Context: an optimization exercise on an open-source flow, tuned for small area, a short achievable clock period and few clock cycles per item. The choices shown serve that exercise and are no tape-out recipe. RTL that was checked went through simulation tests only; none was proved equivalent to the original. No activity file was given, so power comes from the tool's default toggle rates.

==> inputs of run a <==
Design dot, start of the top module:
module dot(input logic clk, input logic rst_n,
          output logic slave_waitrequest,
          input logic [3:0] slave_address,
          input logic slave_read, output logic [31:0] slave_readdata,
          input logic slave_write, input logic [31:0] slave_writedata,
          input logic master_waitrequest,
          output logic [31:0] master_address,
          output logic master_read, input logic [31:0] master_readdata, input logic master_readdatavalid,
          output logic master_write, output logic [31:0] master_writedata);
Settings: LEC_CHECK=0, CAP_MARGIN=20, CORE_MARGIN=2, CORE_UTILIZATION=40, PLACE_DENSITY=0.6, SLEW_MARGIN=20, SYNTH_HIERARCHICAL=1, SYNTH_MINIMUM_KEEP_SIZE=0; clock period 11.0 ns.
run.sh (not shown) runs the stock make flow with config.mk's settings and CLKGATE_MAP_FILE= SYNTH_SCRIPT=/design/flow/synth_recipe.tcl, a recipe that flattens the netlist after the stock synthesis.
==> run b (differences from run a) <==
--- a/flow/design.v
+++ b/flow/design.v
@@ -14,34 +14,32 @@
 logic [15:0] nic;        
 logic        nph;        
 logic [2:0]  oc;         
 logic        rph;        
 logic        pa, pb;     
 logic        ready;      
+logic        clr;        
 logic [31:0] wr, xr;
 logic [15:0] br;         
 logic        xs;         
 logic        c16;
-logic [7:0]  gq;         
-logic [7:1]  pq;         
-logic [47:0] as_q, ac_q;   
-logic [31:0] as_r, ac_r;   
-assign as_r = as_q[31:0];
-assign ac_r = ac_q[31:0];
+logic [3:0]  gq;         
+logic [3:1]  pq;         
+logic [31:0] as_r, ac_r;
 logic accept, load, start, wvalid;
 assign accept = master_read & ~master_waitrequest;
 assign start  = slave_write & (slave_address == 4'd0) & ~busy;
 assign load   = busy & issuing & (~master_read | accept) & (oc <= 3'd5);
 assign wvalid = master_readdatavalid & rph;
 logic [31:0] next_addr;
 assign next_addr = (nph ? wbase : xbase) + {14'd0, nic, 2'b00};
 always_ff @(posedge clk) begin
    if (!rst_n) begin
       wbase <= 0; xbase <= 0; len <= 0;
       busy <= 0; issuing <= 0; nic <= 0; nph <= 0; oc <= 0; rph <= 0;
-      pa <= 0; pb <= 0; ready <= 0;
+      pa <= 0; pb <= 0; ready <= 0; clr <= 0;
       master_read <= 0; master_address <= 0;
    end else begin
       if (!busy && slave_write) begin
          case (slave_address)
             4'd2: wbase <= slave_writedata;
             4'd3: xbase <= slave_writedata;
@@ -66,26 +64,28 @@
          master_read <= 0;
       end
       oc <= oc + {2'b0, accept} - {2'b0, master_readdatavalid};
       if (master_readdatavalid) rph <= ~rph;
       pa <= wvalid;
       pb <= pa;
-      ready <= busy & ~start & ~issuing & ~master_read & (oc == 0) & ~pa & ~pb & ~wvalid
+      clr <= start;
+      ready <= busy & ~start & ~clr & ~issuing & ~master_read & (oc == 0) & ~pa & ~pb & ~wvalid
                & ~(|(as_r & ac_r));
    end
 end
 always_ff @(posedge clk) begin
    if (master_readdatavalid & ~rph) xr <= master_readdata;
    if (wvalid) wr <= master_readdata;
    br <= wvalid ? xr[15:0] : pa ? xr[31:16] : 16'd0;
 end
 assign xs = xr[31];
-logic [47:0] ts_n, tc_n;
-logic [47:0] as_in_n, ac_in_n;
-assign as_in_n = ~as_q;
-assign ac_in_n = ~ac_q;
+logic [47:0] as_in_n, ac_in_n, ts_n, tc_n;
+logic sel_lo;
+assign sel_lo = ~pa & ~clr;
+assign as_in_n = ~(({48{pa}} & {as_r, 16'd0}) | ({48{sel_lo}} & {16'd0, as_r}));
+assign ac_in_n = ~(({48{pa}} & {ac_r, 16'd0}) | ({48{sel_lo}} & {16'd0, ac_r}));
 logic t629;
 logic t630;
 logic t633;
 logic t634;
 logic t637;
 logic t638;
@@ -1883,37 +1883,28 @@
 assign ts_n[45] = t2850;
 assign tc_n[45] = t2853;
 assign ts_n[46] = t2857;
 assign tc_n[46] = t2854;
 assign ts_n[47] = t2861;
 assign tc_n[47] = t2858;
-logic nxa, nxb;
-assign nxa = wvalid;
-assign nxb = ~pa & ~wvalid & ~start;
 logic [15:0] g, p;
-logic [7:0] gg, pp;
+logic [3:0] gg, pp;
 assign g = ~(ts_n[15:0] | tc_n[15:0]);
 assign p = ~(ts_n[15:0] & tc_n[15:0]);
 genvar gi;
-generate for (gi = 0; gi < 8; gi++) begin : grp
-   assign gg[gi] = g[2*gi+1] | (p[2*gi+1] & g[2*gi]);
-   assign pp[gi] = p[2*gi+1] & p[2*gi];
+generate for (gi = 0; gi < 4; gi++) begin : grp
+   assign gg[gi] = g[4*gi+3] | (p[4*gi+3] & g[4*gi+2]) | (p[4*gi+3] & p[4*gi+2] & g[4*gi+1])
+                 | (p[4*gi+3] & p[4*gi+2] & p[4*gi+1] & g[4*gi]);
+   assign pp[gi] = &p[4*gi +: 4];
 end endgenerate
-logic [7:0] cg;    
-assign cg[0] = gq[0];
-generate for (gi = 1; gi < 8; gi++) begin : cch
-   assign cg[gi] = gq[gi] | (pq[gi] & cg[gi-1]);
-end endgenerate
-assign c16 = cg[7];
+assign c16 = gq[3] | (pq[3] & gq[2]) | (pq[3] & pq[2] & gq[1]) | (pq[3] & pq[2] & pq[1] & gq[0]);
 always_ff @(posedge clk) begin
-   gq <= pa ? gg : 8'd0;
-   pq <= pa ? pp[7:1] : 7'd0;
-   as_q <= ({48{pa}} & {16'd0, ~ts_n[47:16]}) | ({48{nxa}} & {~ts_n[31:0], 16'd0})
-         | ({48{nxb}} & {16'd0, ~ts_n[31:0]});
-   ac_q <= ({48{pa}} & {16'd0, ~tc_n[47:16]}) | ({48{nxa}} & {~tc_n[31:0], 16'd0})
-         | ({48{nxb}} & {16'd0, ~tc_n[31:0]});
+   gq <= pa ? gg : 4'd0;
+   pq <= pa ? pp[3:1] : 3'd0;
+   as_r <= ~(pa ? ts_n[47:16] : ts_n[31:0]);
+   ac_r <= ~(pa ? tc_n[47:16] : tc_n[31:0]);
 end
 assign slave_waitrequest = busy & ~ready;
 assign slave_readdata = as_r | ac_r;
 assign master_write = 1'b0;
 assign master_writedata = 32'd0;
 endmodule
==> comparison table <==
item	run b	run a
Per-cell via count in the routed design	5.763	5.615
Ratio of cells with drive above 1 in the final layout	0.06291	0.04621
Data required, critical path	11.40 ns	11.47 ns
Post-detailed-routing wire length	94570 um	91200 um
Worst-case register-to-register setup slack	5.07 ns	6.14 ns
DR iter-0 viols	2324	2072
Result of the run	timing/DRC/antenna clean	timing/DRC/antenna clean
Critical Path End	ac_r[22]	gq[7]
Reg-to-reg startpoint	pa	wr[13]
Routed length per instance	26.10 um	24.20 um
Cell with the largest stage delay on the worst path	sky130_fd_sc_hd__dfxtp_4	sky130_fd_sc_hd__edfxtp_1
Hold Startpoint	xr[2]	xr[0]
Sw Ratio	0.4189	0.4350
Clock buf/inv share	0.03682	0.03690
Synthesized area divided by synthesized cell count	10.02 um^2	9.941 um^2
Post-synthesis cell type count	70	72
Layout-stage area growth over the synthesis result	11.53%	11.21%
Die outline area	0.06967 mm^2	0.07134 mm^2
Peak fanout along the critical path	70	17
Placed cell count	3563	3701
Met2 routing resource usage after global routing	0.4156	0.4269
Clock insertion delay at the later pin of the skew report	0.58 ns	0.55 ns
Proportion of power drawn by combinational gates	0.496	0.531
Setup Skew	0.03478 ns	0.02788 ns
Terminus of the critical flop-to-flop path	ac_r[22]	gq[7]
Final Net Count	3382	3465
Function was not checked in any run of this note: the RTL went through the layout flow alone.

* * *

==> inputs of sierra <==
dot, a different RTL version from the one above (not shown whole).
export LEC_CHECK = 0
export CAP_MARGIN = 50
export CORE_MARGIN = 2
export CORE_UTILIZATION = 40
export PLACE_DENSITY = 0.6
export SLEW_MARGIN = 75
export SYNTH_HIERARCHICAL = 1
export SYNTH_MINIMUM_KEEP_SIZE = 0
create_clock -name core_clock -period 11.0 [get_ports {clk}]
==> raven: changes against sierra <==
--- a/flow/config.mk
+++ b/flow/config.mk
@@ -7,7 +7,7 @@
 export LEC_CHECK = 0
-export CAP_MARGIN = 50
+export CAP_MARGIN = 20
 export CORE_MARGIN = 2
-export CORE_UTILIZATION = 40
-export PLACE_DENSITY = 0.6
-export SLEW_MARGIN = 75
+export CORE_UTILIZATION = 65
+export PLACE_DENSITY = 0.8
+export SLEW_MARGIN = 20
 export SYNTH_HIERARCHICAL = 1
==> impl_metrics.tcl <==
set metrics [dict create \
    core_um2 39910 \
    use_met3_pct 14.19 \
    worst-path-stages 9 \
    drtIter0Drc 2882 \
    fin_cells 3238 \
    outcome "timing/DRC/antenna clean" \
    cp-endpoint "as_m_n[8]" \
    multiInputGateArea_um2 18130 \
    r2r_setup_slack_ps 6270 \
    crit_arrival_ps 6090 \
    pg_comb_w 0.00580 \
    crit_type "primary input to flop" \
    die_w_um 205.5 \
]
(the above is from raven)
==> impl_metrics.tcl <==
set metrics [dict create \
    pg_comb_w 0.00573 \
    core_um2 65510 \
    r2r_setup_slack_ps 6700 \
    crit_type "flop to flop" \
    cp-endpoint "ac_x_n[3]" \
    crit_arrival_ps 4760 \
    clkTransAtPathRegs_ps 60 \
    fin_cells 3690 \
    drtIter0Drc 2534 \
    use_met3_pct 7.828 \
    multiInputGateArea_um2 18320 \
    outcome "timing/DRC/antenna clean" \
    die_w_um 260.8 \
]
(the above is from sierra)
Testbench counts of sierra, summed over its fixed seeds: cycles 91,785, items 45,420.
Testbench counts of raven, summed over its fixed seeds: cycles 91,785, items 45,420.

* * *

==> inputs of umber <==
dot, a different RTL version from the one above (not shown whole).
Settings: LEC_CHECK=0, CAP_MARGIN=50, CORE_MARGIN=2, CORE_UTILIZATION=55, PLACE_DENSITY=0.7, SLEW_MARGIN=75, SYNTH_HIERARCHICAL=1, SYNTH_MINIMUM_KEEP_SIZE=0; clock period 11.0 ns.
standard.sh (not shown) runs the stock make flow with config.mk's settings and CLKGATE_MAP_FILE= SYNTH_SCRIPT=/design/flow/synth_recipe.tcl, a recipe that flattens the netlist after the stock synthesis.
==> flow/flow/run.sh <==
#!/bin/bash
export SETUP_SLACK_MARGIN=7
bash standard.sh > standard.log 2>&1
==> inputs of cedar, as changes to umber <==
==> flow/flow/run.sh (replaced) <==
#!/bin/bash
export SETUP_SLACK_MARGIN=7.3
bash standard.sh > standard.log 2>&1
CORE_UTILIZATION = 40   (was 55)
PLACE_DENSITY = 0.6   (was 0.7)
==> inputs of onyx, as changes to umber <==
==> flow/run.sh (new file) <==
#!/bin/bash
# synth_recipe.tcl (not shown) runs the flow's synth.tcl, then flattens the netlist and writes it again
# the make line also repeats each setting of config.mk as NAME=value (left out here)
make -C /OpenROAD-flow-scripts/flow DESIGN_CONFIG=/design/flow/config.mk WORK_HOME=/design/flow/orfs CLKGATE_MAP_FILE= SYNTH_SCRIPT=/design/flow/synth_recipe.tcl finish
CORE_UTILIZATION = 40   (was 55)
PLACE_DENSITY = 0.6   (was 0.7)
removed: flow/flow/run.sh
removed: flow/standard.sh
==> impl_metrics.ini <==
[cells_and_area]
clk_share = 0.0427
num-nonclk-buffers = 351
seq_share = 0.230

[die]
start_util = 0.404
num_rows = 92

[global_routing]
grt_usage = 0.267
grt_max_degree = 52

[power]
power.total_uw = 9640

[hold_path]
min_from = wbase[2]

[placement]
gp_congestion = 0.955

[critical_path]
max_stage_delay_ns = 0.55

[status]
outcome = timing/DRC/antenna clean
# the run above: cedar

==> impl_metrics.ini <==
[power]
power.total_uw = 9150

[status]
outcome = timing/DRC/antenna clean

[global_routing]
grt_max_degree = 66

[die]
start_util = 0.404

[cells_and_area]
num-nonclk-buffers = 297
clk_share = 0.0433

[hold_path]
min_from = wbase[16]

[placement]
gp_congestion = 0.974
# the run above: onyx

==> impl_metrics.ini <==
[critical_path]
max_stage_delay_ns = 0.54

[hold_path]
min_from = wbase[3]

[die]
start_util = 0.559

[cells_and_area]
num-nonclk-buffers = 311
seq_share = 0.239

[status]
outcome = timing/DRC/antenna clean

[global_routing]
grt_usage = 0.360

[placement]
gp_congestion = 0.974
# the run above: umber

Testbench counts of umber, summed over its fixed seeds: cycles 91,778, items 45,420.
Testbench counts of cedar, summed over its fixed seeds: cycles 91,778, items 45,420.
Testbench counts of onyx, summed over its fixed seeds: cycles 91,778, items 45,420.

* * *

==> job 4593: inputs <==
RTL: one of the versions met above, not the one the previous note started from.
==> flow/config.mk <==
export PLATFORM = sky130hd
export DESIGN_NAME = dot
export DESIGN_NICKNAME = dot
export VERILOG_FILES = /design/flow/design.v
export SDC_FILE = /design/flow/constraint.sdc
export NUM_CORES = 4
export LEC_CHECK = 0
export CAP_MARGIN = 50
export CORE_MARGIN = 2
export CORE_UTILIZATION = 40
export PLACE_DENSITY = 0.6
export SLEW_MARGIN = 75
export SYNTH_HIERARCHICAL = 1
export SYNTH_MINIMUM_KEEP_SIZE = 0
==> flow/constraint.sdc <==
create_clock -name core_clock -period 11.0 [get_ports {clk}]
set_input_delay 2.2000 -clock core_clock [delete_from_list [all_inputs] [get_ports {clk}]]
set_output_delay 2.2000 -clock core_clock [all_outputs]
set_load 0.01 [all_outputs]
==> flow/flow/run.sh <==
#!/bin/bash
export SETUP_SLACK_MARGIN=8
bash standard.sh > standard.log 2>&1
==> job 4728 (differences from job 4593) <==
==> flow/flow/run.sh (replaced) <==
#!/bin/bash
export SETUP_SLACK_MARGIN=7
bash standard.sh > standard.log 2>&1
==> job 1273 (differences from job 4593) <==
==> flow/run.sh (new file) <==
#!/bin/bash
# synth_recipe.tcl (not shown) runs the flow's synth.tcl, then flattens the netlist and writes it again
# the make line also repeats each setting of config.mk as NAME=value (left out here)
make -C /OpenROAD-flow-scripts/flow DESIGN_CONFIG=/design/flow/config.mk WORK_HOME=/design/flow/orfs CLKGATE_MAP_FILE= SYNTH_SCRIPT=/design/flow/synth_recipe.tcl finish
CAP_MARGIN = 20   (was 50)
SLEW_MARGIN = 20   (was 75)
removed: flow/flow/run.sh
removed: flow/standard.sh
==> comparison <==
Hold slack: job 4728 is worse than job 4593 (0.0043 ns).
Against job 4728, the clock skew of job 1273 is higher by 0.014 ns.
Of job 4593 and job 1273, job 4593 has the higher clock power (gap about 4%, measured against job 1273).
In synthesized area, job 4593 and job 4728 do not differ.
Sequential power is about the same in job 4593 and job 4728.
Sequential share of layout area: job 4593 is lower than job 4728 (2.3 points).
Testbench counts of job 4593, summed over its fixed seeds: cycles 91,785, items 45,420.
Testbench counts of job 4728, summed over its fixed seeds: cycles 91,785, items 45,420.
Testbench counts of job 1273, summed over its fixed seeds: cycles 91,785, items 45,420.

* * *

==> job 3241 <==
Another version of the RTL of dot (not shown whole).
Design dot, start of the top module:
module dot(input logic clk, input logic rst_n,
          output logic slave_waitrequest,
          input logic [3:0] slave_address,
          input logic slave_read, output logic [31:0] slave_readdata,
          input logic slave_write, input logic [31:0] slave_writedata,
          input logic master_waitrequest,
          output logic [31:0] master_address,
          output logic master_read, input logic [31:0] master_readdata, input logic master_readdatavalid,
          output logic master_write, output logic [31:0] master_writedata);
==> flow/config.mk <==
export PLATFORM = sky130hd
export DESIGN_NAME = dot
export DESIGN_NICKNAME = dot
export VERILOG_FILES = /design/flow/design.v
export SDC_FILE = /design/flow/constraint.sdc
export NUM_CORES = 4
export LEC_CHECK = 0
export CAP_MARGIN = 20
export CORE_MARGIN = 2
export CORE_UTILIZATION = 55
export CTS_CLUSTER_DIAMETER = 70
export CTS_CLUSTER_SIZE = 22
export PLACE_DENSITY = 0.7
export SLEW_MARGIN = 20
export SYNTH_HIERARCHICAL = 1
export SYNTH_MINIMUM_KEEP_SIZE = 0
==> flow/constraint.sdc <==
create_clock -name core_clock -period 11.0 [get_ports {clk}]
set_input_delay 2.2000 -clock core_clock [delete_from_list [all_inputs] [get_ports {clk}]]
set_output_delay 2.2000 -clock core_clock [all_outputs]
set_load 0.01 [all_outputs]
==> flow/flow/run.sh <==
#!/bin/bash
export SETUP_SLACK_MARGIN=7.2
bash standard.sh > standard.log 2>&1
==> inputs of job 205, as changes to job 3241 <==
--- a/flow/design.v
+++ b/flow/design.v
@@ -1145,35 +1145,23 @@
 assign tc_n[45] = t1644;
 assign ts_n[46] = t1651;
 assign tc_n[46] = t1648;
 assign ts_n[47] = t1655;
 assign tc_n[47] = t1652;
 logic nxa, nxb;
 assign nxa = wvalid;
 assign nxb = ~pa & ~wvalid & ~start;
-logic [15:0] g, p;
-logic [7:0] gg, pp, gq;
-logic [7:1] pq;
-assign g = ~(ts_n[15:0] | tc_n[15:0]);
-assign p = ~(ts_n[15:0] & tc_n[15:0]);
-genvar gi;
-generate for (gi = 0; gi < 8; gi++) begin : grp
-   assign gg[gi] = g[2*gi+1] | (p[2*gi+1] & g[2*gi]);
-   assign pp[gi] = p[2*gi+1] & p[2*gi];
-end endgenerate
-logic [7:0] cg;
-assign cg[0] = gq[0];
-generate for (gi = 1; gi < 8; gi++) begin : cch
-   assign cg[gi] = gq[gi] | (pq[gi] & cg[gi-1]);
-end endgenerate
-assign c16 = cg[7];
+logic [15:0] lo_s_n, lo_c_n;
+logic [16:0] lo_sum;
+assign lo_sum = {1'b0, ~lo_s_n} + {1'b0, ~lo_c_n};
+assign c16 = pb & lo_sum[16];
 always_ff @(posedge clk) begin
-   gq <= pa ? gg : 8'd0;
-   pq <= pa ? pp[7:1] : 7'd0;
+   lo_s_n <= ts_n[15:0];
+   lo_c_n <= tc_n[15:0];
    lo_en <= ~wvalid;
    as_m_n <= ~(({16{pa}} & ~ts_n[47:32]) | ({16{nxa}} & ~ts_n[15:0]) | ({16{nxb}} & ~ts_n[31:16]));
    as_x_n <= ~(({16{pa}} & ~ts_n[31:16]) | ({16{nxa}} & ~ts_n[31:16]) | ({16{nxb}} & ~ts_n[15:0]));
    ac_m_n <= ~(({16{pa}} & ~tc_n[47:32]) | ({16{nxa}} & ~tc_n[15:0]) | ({16{nxb}} & ~tc_n[31:16]));
    ac_x_n <= ~(({16{pa}} & ~tc_n[31:16]) | ({16{nxa}} & ~tc_n[31:16]) | ({16{nxb}} & ~tc_n[15:0]));
 end
 assign slave_waitrequest = busy & ~ready;
 assign slave_readdata = as_r | ac_r;
==> flow/flow/run.sh (replaced) <==
#!/bin/bash
export SETUP_SLACK_MARGIN=7
bash standard.sh > standard.log 2>&1
==> flow/config.mk (replaced) <==
export PLATFORM = sky130hd
export DESIGN_NAME = dot
export DESIGN_NICKNAME = dot
export VERILOG_FILES = /design/flow/design.v
export SDC_FILE = /design/flow/constraint.sdc
export NUM_CORES = 4
export LEC_CHECK = 0
export CAP_MARGIN = 20
export CORE_MARGIN = 2
export CORE_UTILIZATION = 55
export CTS_BUF_LIST = sky130_fd_sc_hd__clkbuf_8 sky130_fd_sc_hd__clkbuf_16
export CTS_CLUSTER_DIAMETER = 70
export CTS_CLUSTER_SIZE = 22
export PLACE_DENSITY = 0.7
export SLEW_MARGIN = 20
export SYNTH_HIERARCHICAL = 1
export SYNTH_MINIMUM_KEEP_SIZE = 0
==> inputs of job 4649, as changes to job 3241 <==
--- a/flow/design.v
+++ b/flow/design.v
@@ -1145,35 +1145,23 @@
 assign tc_n[45] = t1644;
 assign ts_n[46] = t1651;
 assign tc_n[46] = t1648;
 assign ts_n[47] = t1655;
 assign tc_n[47] = t1652;
 logic nxa, nxb;
 assign nxa = wvalid;
 assign nxb = ~pa & ~wvalid & ~start;
-logic [15:0] g, p;
-logic [7:0] gg, pp, gq;
-logic [7:1] pq;
-assign g = ~(ts_n[15:0] | tc_n[15:0]);
-assign p = ~(ts_n[15:0] & tc_n[15:0]);
-genvar gi;
-generate for (gi = 0; gi < 8; gi++) begin : grp
-   assign gg[gi] = g[2*gi+1] | (p[2*gi+1] & g[2*gi]);
-   assign pp[gi] = p[2*gi+1] & p[2*gi];
-end endgenerate
-logic [7:0] cg;
-assign cg[0] = gq[0];
-generate for (gi = 1; gi < 8; gi++) begin : cch
-   assign cg[gi] = gq[gi] | (pq[gi] & cg[gi-1]);
-end endgenerate
-assign c16 = cg[7];
+logic [15:0] lo_s_n, lo_c_n;
+logic [16:0] lo_sum;
+assign lo_sum = {1'b0, ~lo_s_n} + {1'b0, ~lo_c_n};
+assign c16 = pb & lo_sum[16];
 always_ff @(posedge clk) begin
-   gq <= pa ? gg : 8'd0;
-   pq <= pa ? pp[7:1] : 7'd0;
+   lo_s_n <= ts_n[15:0];
+   lo_c_n <= tc_n[15:0];
    lo_en <= ~wvalid;
    as_m_n <= ~(({16{pa}} & ~ts_n[47:32]) | ({16{nxa}} & ~ts_n[15:0]) | ({16{nxb}} & ~ts_n[31:16]));
    as_x_n <= ~(({16{pa}} & ~ts_n[31:16]) | ({16{nxa}} & ~ts_n[31:16]) | ({16{nxb}} & ~ts_n[15:0]));
    ac_m_n <= ~(({16{pa}} & ~tc_n[47:32]) | ({16{nxa}} & ~tc_n[15:0]) | ({16{nxb}} & ~tc_n[31:16]));
    ac_x_n <= ~(({16{pa}} & ~tc_n[31:16]) | ({16{nxa}} & ~tc_n[31:16]) | ({16{nxb}} & ~tc_n[15:0]));
 end
 assign slave_waitrequest = busy & ~ready;
 assign slave_readdata = as_r | ac_r;
==> flow/flow/run.sh (replaced) <==
#!/bin/bash
export SETUP_SLACK_MARGIN=7
bash standard.sh > standard.log 2>&1
==> flow/config.mk (replaced) <==
export PLATFORM = sky130hd
export DESIGN_NAME = dot
export DESIGN_NICKNAME = dot
export VERILOG_FILES = /design/flow/design.v
export SDC_FILE = /design/flow/constraint.sdc
export NUM_CORES = 4
export LEC_CHECK = 0
export CAP_MARGIN = 50
export CORE_MARGIN = 2
export CORE_UTILIZATION = 40
export PLACE_DENSITY = 0.6
export SLEW_MARGIN = 75
export SYNTH_HIERARCHICAL = 1
export SYNTH_MINIMUM_KEEP_SIZE = 0
==> results.sh <==
export IMPL_clockBufferCount=27
export IMPL_diodes=0
export IMPL_wl_per_cell_um=26.2
export IMPL_yosys_area_share_simple_pct=11.5
export IMPL_outcome="timing/DRC/antenna clean"
export IMPL_clockNetworkAreaShare_pct=3.05
export IMPL_dp_hpwl_um=59300
export IMPL_met3_length_um=11600
export IMPL_detail_route_vias_per_cell=6.45
export IMPL_path_common_cell="fa_1"
export IMPL_dieHeight_um=219
That was job 205.
==> results.sh <==
export IMPL_outcome="timing/DRC/antenna clean"
export IMPL_clockBufferCount=27
export IMPL_yosys_area_share_simple_pct=12.1
export IMPL_clockNetworkAreaShare_pct=3.00
export IMPL_detail_route_vias_per_cell=6.47
export IMPL_dieHeight_um=217
export IMPL_diodes=1
export IMPL_dp_hpwl_um=63900
export IMPL_met3_length_um=9920
export IMPL_wl_per_cell_um=28.2
That was job 3241.
==> results.sh <==
export IMPL_diodes=1
export IMPL_met3_length_um=9320
export IMPL_dp_hpwl_um=67200
export IMPL_yosys_area_share_simple_pct=11.5
export IMPL_clockNetworkAreaShare_pct=4.40
export IMPL_clockBufferCount=48
export IMPL_dieHeight_um=256
export IMPL_outcome="timing/DRC/antenna clean"
export IMPL_path_common_cell="fa_2"
export IMPL_detail_route_vias_per_cell=5.72
That was job 4649.
Testbench counts of job 205, summed over its fixed seeds: cycles 91,778, items 45,420.
Testbench counts of job 4649, summed over its fixed seeds: cycles 91,778, items 45,420.
For job 3241, only the layout was checked, not whether the RTL still works.

## what the ideal ports hide
In the flow no input, the clock included, has a driving cell. The finished layouts below were timed again as built, in two steps. Step 1: set_driving_cell puts a clkbuf_16 on clk and a buf_2 on each other input, an assumption about the parent block. Step 2, shift: input delay + t, output delay - t, t = (earliest + latest rising clock arrival at the registers) / 2. This alone moves slack from input paths to output paths. Three values: ideal, step 1, step 2; two values: the first two.
run | t, ns | setup WS [ns] | pins driven straight from the clock port
run a | 0.599 | 6.140 / 6.140 / 5.908 | 1
run b | 0.625 | 5.074 / 5.074 / 5.074 | 1
sierra | 0.625 | 6.697 / 6.697 / 6.399 | 1
raven | 0.597 | 5.336 / 5.372 / 4.774 | 1
umber | 0.614 | 6.967 / 6.955 / 6.531 | 1
cedar | 0.631 | 7.085 / 7.085 / 6.688 | 1
onyx | 0.629 | 6.721 / 6.721 / 6.363 | 1
job 4593 | 0.665 | 6.972 / 6.972 / 6.972 | 1
job 4728 | 0.623 | 6.985 / 6.949 / 6.540 | 1
job 1273 | 0.637 | 6.417 / 6.456 / 5.818 | 1
job 3241 | 0.645 | 7.007 / 7.007 / 6.641 | 1
job 205 | 0.623 | 6.980 / 6.934 / 6.421 | 1
job 4649 | 0.623 | 6.993 / 6.967 / 6.528 | 1
After both steps setup and hold are still met in every run listed. The setup slack of job 1273, which loses most, moves by +0.039 ns with the drivers and by -0.599 ns with both steps.
